Background: an optimization exercise with open tools, aiming at small area. Do not read the settings as production practice. In this exercise RTL edits were held to simulation tests only and were not proved equivalent to the original. No activity file was given, so power comes from the tool's default toggle rates.

== blue ==
==> flow/design.v (excerpt) <==
module top_mem_ctrl
  (
    input wire HCLK,
    input wire HRESETn,
    input wire [31:0] HADDR,
    input wire [2:0] HBURST,
    input wire [3:0] HPROT,
    input wire [2:0] HSIZE,
    input wire [1:0] HTRANS,
    input wire [31:0] HWDATA,
    input wire HWRITE,
    input wire HREADYIN,
    input wire HSEL,
    output wire [31:0] HRDATA,
    output wire HRESP,
    output wire HREADYOUT,
    input wire [31:0] MEM_RDATA,
    output wire [31:0] MEM_WDATA,
    output wire [11:0] MEM_ADDR,
    output wire [1:0] MEM_BA,
    output wire MEM_CKE,
    output wire MEM_CSn,
    output wire MEM_RASn,
    output wire MEM_CASn,
    output wire MEM_WEn,
    output wire [3:0] MEM_DQM
  );
  localparam [5:0]
    INIT_WAIT0    = 6'd0,
    INIT_WAIT1    = 6'd1,
    INIT_PRE_C    = 6'd2,
    INIT_WAIT2    = 6'd3,
    INIT_AUTO_R1  = 6'd4,
    INIT_WAIT3    = 6'd5,
    INIT_AUTO_R2  = 6'd6,
    INIT_WAIT4    = 6'd7,
    INIT_SET_MODE = 6'd8,
    INIT_WAIT5    = 6'd9,
    INIT_WAIT6    = 6'd10,
    INIT_WAIT7    = 6'd11,
    ACTIVE_IDLE   = 6'd12,
    RF_PRE_C      = 6'd13,
    RF_AUTO_R     = 6'd14,
    RF_WAIT1      = 6'd15,
    RF_WAIT2      = 6'd16,
    RF_WAIT3      = 6'd17,
    R_CHECK_HIT   = 6'd18,
    R_RELAY_DATA  = 6'd19,
    R_SET_PREP    = 6'd20,
  ...
Size in the first run: roughly 770 cells after synthesis, about 300 flip-flops, ~200 I/O pins.
export LEC_CHECK = 0
export CAP_MARGIN = 20
export CORE_MARGIN = 2
export CORE_UTILIZATION = 65
export CTS_BUF_LIST = sky130_fd_sc_hd__clkbuf_8
export CTS_CLUSTER_DIAMETER = 100
export CTS_CLUSTER_SIZE = 20
export SLEW_MARGIN = 20
create_clock -name core_clock -period 10.0 [get_ports {HCLK}]
standard.sh (not shown) runs the stock make flow with config.mk's settings and CLKGATE_MAP_FILE= SYNTH_SCRIPT=/design/flow/synth_recipe.tcl, a recipe that flattens the netlist after the stock synthesis.
==> flow/flow/run.sh <==
#!/bin/bash
# Standard ORFS layout (the standard.sh) with three changes:
#  - synthesis maps logic with an area-oriented ABC script (flow/abc_area.script)
#    instead of ORFS's speed script; everything else in synthesis, including
#    flip-flop mapping, is the standard synthesis script, run unchanged
#  - ports are buffered with the smallest buffer (buf_1); every port still
#    gets its buffer
#  - clock tree synthesis inserts no dummy loads
# Each tool's log stays in orfs/logs; make's own output goes to
# standard_flow.log in the work folder.
set -euo pipefail
W=$(pwd)
orig=$(grep -o 'SYNTH_SCRIPT=[^ ]*' standard.sh | head -1 | cut -d= -f2)
cat > "$W/my_synth.tcl" <<EOT
proc abc {args} {
  set i [lsearch -exact \$args -script]
  if {\$i >= 0} { set args [lreplace \$args \$i [expr {\$i+1}] -script $W/flow/abc_area.script] }
  yosys abc {*}\$args
}
source $orig
EOT
sed "s#SYNTH_SCRIPT=[^ ]*#SYNTH_SCRIPT=$W/my_synth.tcl#" standard.sh > my_standard.sh
export BUFFER_PORTS_ARGS="-buffer_cell sky130_fd_sc_hd__buf_1"
export CTS_ARGS="-sink_clustering_enable -repair_clock_nets -dont_use_dummy_load -sink_clustering_size ${CTS_CLUSTER_SIZE:-20} -sink_clustering_max_diameter ${CTS_CLUSTER_DIAMETER:-100} -buf_list ${CTS_BUF_LIST:-sky130_fd_sc_hd__clkbuf_8}"
bash my_standard.sh finish > standard_flow.log 2>&1
==> flow/flow/abc_area.script <==
strash
dch -f
amap
&get -n
&st
&dch -f
&nf -R 1000
&put
&get -n
&st
&dch -f
&nf -R 1000
&put
topo
stime -c
Input changes introduced in green (baseline for comparison: blue):
# blue
export LEC_CHECK = 0
export CAP_MARGIN = 20
export CORE_MARGIN = 2
export CORE_UTILIZATION = 65
export CTS_BUF_LIST = sky130_fd_sc_hd__clkbuf_8
export CTS_CLUSTER_DIAMETER = 100
export CTS_CLUSTER_SIZE = 20
export SLEW_MARGIN = 20
create_clock -name core_clock -period 10.0 [get_ports {HCLK}]
# green
export LEC_CHECK = 0
export CAP_MARGIN = 20
export CORE_MARGIN = 2
export CORE_UTILIZATION = 65
export CTS_BUF_LIST = sky130_fd_sc_hd__clkbuf_16
export CTS_CLUSTER_DIAMETER = 80
export CTS_CLUSTER_SIZE = 35
export SLEW_MARGIN = 20
create_clock -name core_clock -period 10.0 [get_ports {HCLK}]
diff --git a/flow/flow/run.sh b/flow/flow/run.sh
--- a/flow/flow/run.sh
+++ b/flow/flow/run.sh
@@ -24 +24 @@
-export CTS_ARGS="-sink_clustering_enable -repair_clock_nets -dont_use_dummy_load -sink_clustering_size ${CTS_CLUSTER_SIZE:-20} -sink_clustering_max_diameter ${CTS_CLUSTER_DIAMETER:-100} -buf_list ${CTS_BUF_LIST:-sky130_fd_sc_hd__clkbuf_8}"
+export CTS_ARGS="-sink_clustering_enable -repair_clock_nets -dont_use_dummy_load -sink_clustering_size ${CTS_CLUSTER_SIZE:-35} -sink_clustering_max_diameter ${CTS_CLUSTER_DIAMETER:-80} -buf_list ${CTS_BUF_LIST:-sky130_fd_sc_hd__clkbuf_16}"
Between blue and green, routed length on met3 is lower for green, blue comes in above that. [compare] base=blue new=green: wire length held; cell count went down 5; clock power went up 14%; clock network area share went up 0.76 points; share of total power in combinational logic went down 0.4 points. Compared with blue, green shows a global-route wire length before repair that is about 0.44% lower. The lower global routing usage summed across all routing layers came out of green.

## JK
top_mem_ctrl, a different RTL version from the one above (not shown whole).
Size in the first run: about 1200 cells after synthesis, about 300 flip-flops, about 0.012 mm² of cells after synthesis.
Settings: LEC_CHECK=0, CAP_MARGIN=20, CORE_MARGIN=2, CORE_UTILIZATION=60, CTS_BUF_LIST=sky130_fd_sc_hd__clkbuf_8, CTS_CLUSTER_DIAMETER=60, CTS_CLUSTER_SIZE=20, SLEW_MARGIN=20; clock period 10.0 ns.
run.sh (not shown) runs the stock make flow with config.mk's settings and CLKGATE_MAP_FILE= SYNTH_SCRIPT=/design/flow/synth_recipe.tcl, a recipe that flattens the netlist after the stock synthesis.
Stock flow here: none of the scripts above is used.
Inputs modified between JK and MS:
Settings: clearing CTS_BUF_LIST, which used to be sky130_fd_sc_hd__clkbuf_8; clearing CTS_CLUSTER_SIZE, which used to be 20; swapping 60 for 40 in CORE_UTILIZATION; clearing CTS_CLUSTER_DIAMETER, which used to be 60.
Notes after the runs:
Max number of fillers in the final layout across MS and JK: MS
| maximum frequency | MS vs JK | ≈ equal |
Between MS and JK, the met1 wire length is lower for JK.
Going from JK to MS, die width increased by 32 µm relative to the old numbers; maximum number of pins on one net before global-route repair decreased by 1 relative to the old numbers; cell count after placement increased by 133 relative to the old numbers; critical path depth closely matched the old numbers; growth of design area from synthesis to finish increased by 7.0 points relative to the old numbers.
The via count in MS sits 54 above the value recorded for JK.
Worst setup margin, MS and JK, higher one = JK.

[port drivers added, routing unchanged]
The flow's constraints put no driver on any port. The routed layouts listed below were extracted and timed again, unchanged, in two steps.
Step 1 (the two cells are an assumption about what drives the block):
set clk [get_ports {HCLK}]
set_driving_cell -lib_cell sky130_fd_sc_hd__clkbuf_16 $clk
set_driving_cell -lib_cell sky130_fd_sc_hd__buf_2 [delete_from_list [all_inputs] $clk]
Step 2 times the ports against the registers' clock, not the clock port: input delays grow and output delays shrink by t, the midpoint of the rising clock arrivals with the driver on.
a / b / c = ideal ports / drivers / drivers and shift; a / b = the first two.
run	t, ns	setup WS [ns]	worst setup path at the end	clock arrival spread, ns	worst data-port slew with drivers (ns)
blue	0.538	5.060 / 5.025 / 5.288	input to register	0.046 / 0.047	0.08
green	0.482	5.079 / 5.042 / 5.279	input to output	0.091 / 0.091	0.08
JK	0.591	4.514 / 4.474 / 4.765	input to output	0.033 / 0.033	0.07
MS	0.555	4.500 / 4.451 / 4.756	input to output	0.026 / 0.026	0.09
After both steps every run listed still meets setup and hold.
